This design comes from an exercise in tuning for small area, a short achievable clock period and few clock cycles per item on the open sky130 flow, not from production work.
Function was checked by simulation only, so behaviour that the tests miss may differ from the original.
Power and IR drop assume default switching activity.

==> design.v <==
`timescale 1ns / 1ps
module md5(
      input clk,
      input reset_n,
      input start,
      input [63:0] password,
      output reg done,
      output reg [127:0] passwd_hash
      );
reg [31:0] w [0:15];
reg [6:0] i;
reg [31:0] h0;
reg [31:0] h1;
reg [31:0] h2;
reg [31:0] h3;
reg [31:0] a,b,c,d,f,g;
function [31:0] r_rom;
  input [5:0] idx;
  case (idx)
    6'd0: r_rom = 32'd7;
    6'd1: r_rom = 32'd12;
    6'd2: r_rom = 32'd17;
    6'd3: r_rom = 32'd22;
    6'd4: r_rom = 32'd7;
    6'd5: r_rom = 32'd12;
    6'd6: r_rom = 32'd17;
    6'd7: r_rom = 32'd22;
    6'd8: r_rom = 32'd7;
    6'd9: r_rom = 32'd12;
    6'd10: r_rom = 32'd17;
    6'd11: r_rom = 32'd22;
    6'd12: r_rom = 32'd7;
    6'd13: r_rom = 32'd12;
    6'd14: r_rom = 32'd17;
    6'd15: r_rom = 32'd22;
    6'd16: r_rom = 32'd5;
    6'd17: r_rom = 32'd9;
    6'd18: r_rom = 32'd14;
    6'd19: r_rom = 32'd20;
    6'd20: r_rom = 32'd5;
    6'd21: r_rom = 32'd9;
    6'd22: r_rom = 32'd14;
    6'd23: r_rom = 32'd20;
    6'd24: r_rom = 32'd5;
    6'd25: r_rom = 32'd9;
    6'd26: r_rom = 32'd14;
    6'd27: r_rom = 32'd20;
    6'd28: r_rom = 32'd5;
    6'd29: r_rom = 32'd9;
    6'd30: r_rom = 32'd14;
    6'd31: r_rom = 32'd20;
    6'd32: r_rom = 32'd4;
    6'd33: r_rom = 32'd11;
    6'd34: r_rom = 32'd16;
    6'd35: r_rom = 32'd23;
    6'd36: r_rom = 32'd4;
    6'd37: r_rom = 32'd11;
    6'd38: r_rom = 32'd16;
    6'd39: r_rom = 32'd23;
    6'd40: r_rom = 32'd4;
    6'd41: r_rom = 32'd11;
    6'd42: r_rom = 32'd16;
    6'd43: r_rom = 32'd23;
    6'd44: r_rom = 32'd4;
    6'd45: r_rom = 32'd11;
    6'd46: r_rom = 32'd16;
    6'd47: r_rom = 32'd23;
    6'd48: r_rom = 32'd6;
    6'd49: r_rom = 32'd10;
    6'd50: r_rom = 32'd15;
    6'd51: r_rom = 32'd21;
    6'd52: r_rom = 32'd6;
    6'd53: r_rom = 32'd10;
    6'd54: r_rom = 32'd15;
    6'd55: r_rom = 32'd21;
    6'd56: r_rom = 32'd6;
    6'd57: r_rom = 32'd10;
    6'd58: r_rom = 32'd15;
    6'd59: r_rom = 32'd21;
    6'd60: r_rom = 32'd6;
    6'd61: r_rom = 32'd10;
    6'd62: r_rom = 32'd15;
    6'd63: r_rom = 32'd21;
    default: r_rom = 32'd0;
  endcase
endfunction
function [31:0] k_rom;
  input [5:0] idx;
  case (idx)
    6'd0: k_rom = 32'hd76aa478;
    6'd1: k_rom = 32'he8c7b756;
    6'd2: k_rom = 32'h242070db;
    6'd3: k_rom = 32'hc1bdceee;
    6'd4: k_rom = 32'hf57c0faf;
    6'd5: k_rom = 32'h4787c62a;
    6'd6: k_rom = 32'ha8304613;
    6'd7: k_rom = 32'hfd469501;
    6'd8: k_rom = 32'h698098d8;
    6'd9: k_rom = 32'h8b44f7af;
    6'd10: k_rom = 32'hffff5bb1;
    6'd11: k_rom = 32'h895cd7be;
    6'd12: k_rom = 32'h6b901122;
    6'd13: k_rom = 32'hfd987193;
    6'd14: k_rom = 32'ha679438e;
    6'd15: k_rom = 32'h49b40821;
    6'd16: k_rom = 32'hf61e2562;
    6'd17: k_rom = 32'hc040b340;
    6'd18: k_rom = 32'h265e5a51;
    6'd19: k_rom = 32'he9b6c7aa;
    6'd20: k_rom = 32'hd62f105d;
    6'd21: k_rom = 32'h02441453;
    6'd22: k_rom = 32'hd8a1e681;
    6'd23: k_rom = 32'he7d3fbc8;
    6'd24: k_rom = 32'h21e1cde6;
    6'd25: k_rom = 32'hc33707d6;
    6'd26: k_rom = 32'hf4d50d87;
    6'd27: k_rom = 32'h455a14ed;
    6'd28: k_rom = 32'ha9e3e905;
    6'd29: k_rom = 32'hfcefa3f8;
    6'd30: k_rom = 32'h676f02d9;
    6'd31: k_rom = 32'h8d2a4c8a;
    6'd32: k_rom = 32'hfffa3942;
    6'd33: k_rom = 32'h8771f681;
    6'd34: k_rom = 32'h6d9d6122;
    6'd35: k_rom = 32'hfde5380c;
    6'd36: k_rom = 32'ha4beea44;
    6'd37: k_rom = 32'h4bdecfa9;
    6'd38: k_rom = 32'hf6bb4b60;
    6'd39: k_rom = 32'hbebfbc70;
    6'd40: k_rom = 32'h289b7ec6;
    6'd41: k_rom = 32'heaa127fa;
    6'd42: k_rom = 32'hd4ef3085;
    6'd43: k_rom = 32'h04881d05;
    6'd44: k_rom = 32'hd9d4d039;
    6'd45: k_rom = 32'he6db99e5;
    6'd46: k_rom = 32'h1fa27cf8;
    6'd47: k_rom = 32'hc4ac5665;
    6'd48: k_rom = 32'hf4292244;
    6'd49: k_rom = 32'h432aff97;
    6'd50: k_rom = 32'hab9423a7;
    6'd51: k_rom = 32'hfc93a039;
    6'd52: k_rom = 32'h655b59c3;
    6'd53: k_rom = 32'h8f0ccc92;
    6'd54: k_rom = 32'hffeff47d;
    6'd55: k_rom = 32'h85845dd1;
    6'd56: k_rom = 32'h6fa87e4f;
    6'd57: k_rom = 32'hfe2ce6e0;
    6'd58: k_rom = 32'ha3014314;
    6'd59: k_rom = 32'h4e0811a1;
    6'd60: k_rom = 32'hf7537e82;
    6'd61: k_rom = 32'hbd3af235;
    6'd62: k_rom = 32'h2ad7d2bb;
    6'd63: k_rom = 32'heb86d391;
    default: k_rom = 32'd0;
  endcase
endfunction
wire [31:0] r_i = r_rom(i[5:0]);
wire [31:0] k_i = k_rom(i[5:0]);
localparam [2:0] S_MAIN_INIT = 0, S_MAIN_DIVIDE = 1,
                 S_MAIN_LOOP1 = 2, S_MAIN_LOOP2 = 3,S_MAIN_HASH=4,S_MAIN_ANS=5;
reg [2:0] P, P_next;
always @(posedge clk) begin
  if (~reset_n) P <= S_MAIN_INIT;
  else P <= P_next;
end
always @(*) begin  
  case (P)
    S_MAIN_INIT:
      if (start) P_next = S_MAIN_DIVIDE;
      else P_next = S_MAIN_INIT;
    S_MAIN_DIVIDE:
       P_next = S_MAIN_LOOP1;
    S_MAIN_LOOP1:
      P_next = S_MAIN_LOOP2;
    S_MAIN_LOOP2:
      if(i==7'd63) P_next = S_MAIN_HASH;
      else P_next = S_MAIN_LOOP1;
    S_MAIN_HASH:
      P_next = S_MAIN_ANS;
    S_MAIN_ANS:
      P_next = S_MAIN_INIT;
    default:
      P_next = S_MAIN_INIT;
  endcase
end
always @(posedge clk) begin
  if (~reset_n) begin
    {w[0],w[1],w[2],w[3],w[4],w[5],w[6],w[7],
     w[8],w[9],w[10],w[11],w[12],w[13],w[14],w[15] }
    <= {32'd0,32'd0,32'h00000080,32'd0,32'd0,32'd0,32'd0,32'd0,
        32'd0,32'd0,32'd0,32'd0,32'd0,32'd0,32'h00000040,32'd0};
  end
  else if(P==S_MAIN_DIVIDE) begin
   w[0][31:24]<=password[39:32];
   w[0][23:16]<=password[47:40];
   w[0][15:8]<=password[55:48];
   w[0][7:0]<=password[63:56];
   w[1][31:24]<=password[7:0];
   w[1][23:16]<=password[15:8];
   w[1][15:8]<=password[23:16];
   w[1][7:0]<=password[31:24];
  end
  else begin
    w[0]<=w[0];
  end
end
always @(posedge clk) begin
  if (~reset_n) begin
    i<=7'd0;
  end
  else begin
    if(P==S_MAIN_INIT) i<=7'd0;
    else if(P==S_MAIN_LOOP2) i<=i+1;
    else i<=i;
  end
end
always @(posedge clk) begin
  if (~reset_n) begin
    f<=32'd0;
    g<=32'd0;
  end
  else if(P==S_MAIN_LOOP1) begin
    if(i<16) begin
      f <= (b & c) | ((~b) & d);
      g <= i;
    end
    else if(i<32) begin
      f <= (d & b) | ((~d) & c);
      g <= (5*i + 1) %16;
    end
    else if(i<48) begin
      f <= b ^ c ^ d;
      g <= (3*i + 5) %16;
    end
    else begin
      f <= c ^ (b | (~d));
      g <= (7*i) %16;
    end
  end
  else begin
    f<=f;
    g<=g;
  end
end
always @(posedge clk) begin
  if (~reset_n || P==S_MAIN_INIT) begin
    a<=32'h67452301;
    b<=32'hefcdab89;
    c<=32'h98badcfe;
    d<=32'h10325476;
  end
  else if(P==S_MAIN_LOOP2) begin
    d <= c;
    c <= b;
    b <= b +(((a + f + k_i + w[g])<<(r_i)) | ((a + f + k_i + w[g])>>(32-r_i))) ;
    a <= d;
  end
  else begin
    a<=a;
    b<=b;
    c<=c;
    d<=d;
  end
end
always @(posedge clk) begin
  if (~reset_n || P==S_MAIN_INIT) begin
    h0 <= 32'h67452301;
    h1 <= 32'hefcdab89;
    h2 <= 32'h98badcfe;
    h3 <= 32'h10325476;
  end
  else if(P==S_MAIN_HASH) begin
    h0 <= h0+a;
    h1 <= h1+b;
    h2 <= h2+c;
    h3 <= h3+d;
  end
  else begin
    h0 <= h0;
    h1 <= h1;
    h2 <= h2;
    h3 <= h3;
  end
end
always @(posedge clk) begin
  if (~reset_n) begin
    done<=1'b0;
  end
  else begin
    done<=(P==S_MAIN_ANS);
  end
end
always @(posedge clk) begin
  if (~reset_n) begin
    passwd_hash<={128{1'b0}};
  end
  else if (P==S_MAIN_ANS) begin
    passwd_hash[127:120]<=h0[7:0];
    passwd_hash[119:112]<=h0[15:8];
    passwd_hash[111:104]<=h0[23:16];
    passwd_hash[103:96]<=h0[31:24];
    passwd_hash[95:88]<=h1[7:0];
    passwd_hash[87:80]<=h1[15:8];
    passwd_hash[79:72]<=h1[23:16];
    passwd_hash[71:64]<=h1[31:24];
    passwd_hash[63:56]<=h2[7:0];
    passwd_hash[55:48]<=h2[15:8];
    passwd_hash[47:40]<=h2[23:16];
    passwd_hash[39:32]<=h2[31:24];
    passwd_hash[31:24]<=h3[7:0];
    passwd_hash[23:16]<=h3[15:8];
    passwd_hash[15:8]<=h3[23:16];
    passwd_hash[7:0]<=h3[31:24];
  end
  else begin
    passwd_hash<=passwd_hash;
  end
end
endmodule
==> run.sh <==
#!/bin/bash
# synth_recipe.tcl (not shown) runs the flow's synth.tcl, then flattens the netlist and writes it again
# the make line also repeats each setting of config.mk as NAME=value (left out here)
make -C /OpenROAD-flow-scripts/flow DESIGN_CONFIG=/design/flow/config.mk WORK_HOME=/design/flow/orfs CLKGATE_MAP_FILE= SYNTH_SCRIPT=/design/flow/synth_recipe.tcl finish
==> config.mk <==
export PLATFORM = sky130hd
export DESIGN_NAME = md5
export DESIGN_NICKNAME = md5
export VERILOG_FILES = /design/flow/design.v
export SDC_FILE = /design/flow/constraint.sdc
export NUM_CORES = 4
export LEC_CHECK = 0
export CAP_MARGIN = 20
export CORE_MARGIN = 2
export CORE_UTILIZATION = 40
export SLEW_MARGIN = 20
==> constraint.sdc <==
create_clock -name core_clock -period 11.0 [get_ports {clk}]
set_input_delay 2.2000 -clock core_clock [delete_from_list [all_inputs] [get_ports {clk}]]
set_output_delay 2.2000 -clock core_clock [all_outputs]
set_load 0.01 [all_outputs]
==> out/summary.txt <==
CTS tree -> done
CP max-delay cell -> and2_1
Leakage -> 16.3 nW
Fin Clk Skew -> 37.5 ps
Syn nets -> 5442
Routability congestion estimate -> 0.956
Die Area -> 0.0969 mm^2
Post-CTS Setup Bufs -> 0
Max-cap viol count -> 0
Nets -> 5405
Crit. End Element -> flip-flop
WS Path Type -> reg -> reg
WHS -> 451 ps
Final Hold Viols -> 0
Max FO, Critical Path -> 21
First-pass GRT wire length -> 215 mm
Flop-to-flop setup slack -> 1390 ps
Worst VDD drop -> 0.140 mV
Fmax achieved -> 104 MHz
Skew-Pair Late Insertion Delay -> 670 ps
DRT iter0 DRCs -> 4105
Root buffer cell -> clkbuf_16
Hold-fix buffers, CTS -> 0
WL met3 -> 10.9 mm
Syn Area/Cell -> 7.41 um^2
Clk slew on worst S/H paths -> 60 ps
Rows -> 112
Routed len/inst -> 22.3 um
GR Overflow Total -> 0
Setup TNS -> 0 ps
Setup slack at placement -> 1590 ps
Most frequent cells in the layout -> nand2_1, a21oi_1, dfxtp_1, nor2_1, o21ai_0
Hold Crit Class -> reg -> reg
Outcome -> timing/DRC/antenna clean
Max incr delay on CP -> 740 ps
Dpl hpwl -> 104 mm
Synthesized cell area -> 0.0378 mm^2
CTS buffer count -> 61
Critical Path Start Type -> flip-flop
Drt first pass iters -> 8
WL met1 -> 60.7 mm
Top cell type's share of synthesized area -> 28.2%
WL final -> 142 mm
Worst Path Arrival -> 10160 ps
Fin. max-slew vios -> 0
Pwr/cell area -> 136 mW/mm^2
Uppermost layer routed -> met4
Mapped Cells -> 5095
YS warnings -> 2
Data required time at the worst endpoint -> 11550 ps
Ys async rst share -> 0%
Initial antenna violation count -> 0
Pin count of the biggest net entering global routing -> 101
Post-DRT Antenna Nets -> 0
Seq/Total Area, Yosys -> 28.2%
Bufs on Longest Clock Path -> 3
Drt via density -> 5.96
Initial Util -> 40.4%
Fin crit share -> 87.3%
Main synth FF type -> dfxtp_1
Vias -> 37946
Post-synth EDFFs -> 0
Worst-margin pin slew -> 1160 ps
Dominant cell type by area after synthesis -> dfxtp_1
Util after Layout -> 45.7%
Crit path time final -> 9610 ps
Number of synthesized register bits -> 532
DRC -> 0
WL met2 -> 63.7 mm
Antenna cells -> 0
Chip Width -> 311 um
Most common cell after layout, fill and taps aside -> nand2_1
Total number of H-tree levels -> 2
Area contributors post-synth -> dfxtp_1, nand2_1, a21oi_1
P&R area growth vs syn -> 13.0%
Worst slew margin -> 22.8%
Die H -> 311 um
I/O pin total -> 196
Vias in the first global route -> 34622
CORE AREA -> 0.0935 mm^2
Sink Count -> 532
Total global-route track usage -> 28.1%
Unrepaired setup endpoints after global routing -> no
Layout cells sized above 1 -> 5.31%
Final setup margin -> 1390 ps
IO buf count -> 195
PostCTS Resize Cnt -> 0
Unique masters post-synth -> 92
Final setup fails -> 0
[final timing paths]
check	cells after the start	from	end
worst max-delay path	30	g[3]$_SDFFE_PN0N_	b[31]$_SDFFE_PP1P_
worst min-delay path	2	passwd_hash[14]$_SDFFE_PN0P_	passwd_hash[14]$_SDFFE_PN0P_
worst max register to register	30	g[3]$_SDFFE_PN0N_	b[31]$_SDFFE_PP1P_
worst min register to register	2	passwd_hash[14]$_SDFFE_PN0P_	passwd_hash[14]$_SDFFE_PN0P_
[worst max-delay path: cells and delay by family, from the launching register on]
| kind | cells | cell delay, ps |
|---|---|---|
| compound gates | 16 | 5010 |
| fa+ha+maj | 3 | 1300 |
| buf+inv | 1 | 40 |
| flops | 1 | 350 |
| mux | 3 | 960 |
| simple gates | 7 | 1840 |
[logic make-up after synthesis]
family          after synthesis  synth area share [%]
xor+xnor                    171                  3.96
mux                         122                  3.85
fa+ha+maj                   280                  10.6
flops                       532                  28.2
simple gates               1733                  19.8
buf+inv                     590                  5.91
compound gates             1667                  27.6
[layout make-up]
class	count	area, um^2
inverter	229	867
timing repair buffer	261	2440
fill	9498	50800
tap	1254	1570
clock buffer	85	1760
sequential	532	10700
multi-input combinational	3973	25000
clock inverter	28	402
[routing by layer]
layer  GRT usage, %  up-vias
met4           11.0        0
met2           44.8     1645
met5              0        -
li1               -    18053
met3           3.63      320
met1           38.4    17928
[power by group]
part	leakage (nW)	switching, mW	internal, mW
sequential	4.30	0.0429	1.96
clock	1.03	0.894	1.28
combinational	10.9	1.02	0.600
total	16.3	1.95	3.84
[cells in the mapped netlist, types with 105 or more instances]
library cell and instances:
nand2_1 949, a21oi_1 628, dfxtp_1 532, nor2_1 356, clkbuf_1 306, o21ai_0 231, inv_1 223, ha_1 211
o22ai_1 129, o211ai_1 122, a22oi_1 107, xnor2_1 105
[stage by stage]
step / instances / power, mW / cell area [um^2]
floorplan: 5095 / 3.16 / 37800
global placement: 6249 / 3.62 / 40500
detailed placement: 6249 / 3.61 / 40500
CTS: 6362 / 5.79 / 42700
global route: 6362 / 6.05 / 42700
finish: 6362 / 5.79 / 42700
[sequential cells by signal (all words and copies together) (netlist names)]
register and count:
h2 32, r_i 5, P 3, passwd_hash 128, c 32, g 4, h3 32, a 32
i 7, k_i 32, h1 32, d 32, b 32, h0 32, f 32, w 64
done 1
Testbench counts, summed over its fixed seeds: cycles 25,344, hashes 192.

==> static timing again, ports no longer ideal <==
The flow's constraints put no driver on any port. The routed layout listed below was extracted and timed again, unchanged, in two steps. Step 1, drivers: a clkbuf_16 drives clk and a buf_2 each remaining input, both assumed. Step 2 adds t to the input delays and takes it off the output delays; t is the mean of the earliest and latest rising clock arrival at the registers after step 1. Input paths then give back, and output paths get back, about the clock's delay inside the block. Three values: ideal, step 1, step 2; two values: the first two.
shift t [ns]: 0.724
setup slack, ns: 1.393 / 1.393 / 1.393
worst setup path at the end: register to register
latest minus earliest clock arrival (ns): 0.041 / 0.040
cell pins on the clock port's net: 1
After both steps setup and hold are still met in this run. The setup slack of this run moves by 0.000 ns with the drivers and by 0.000 ns with both steps.
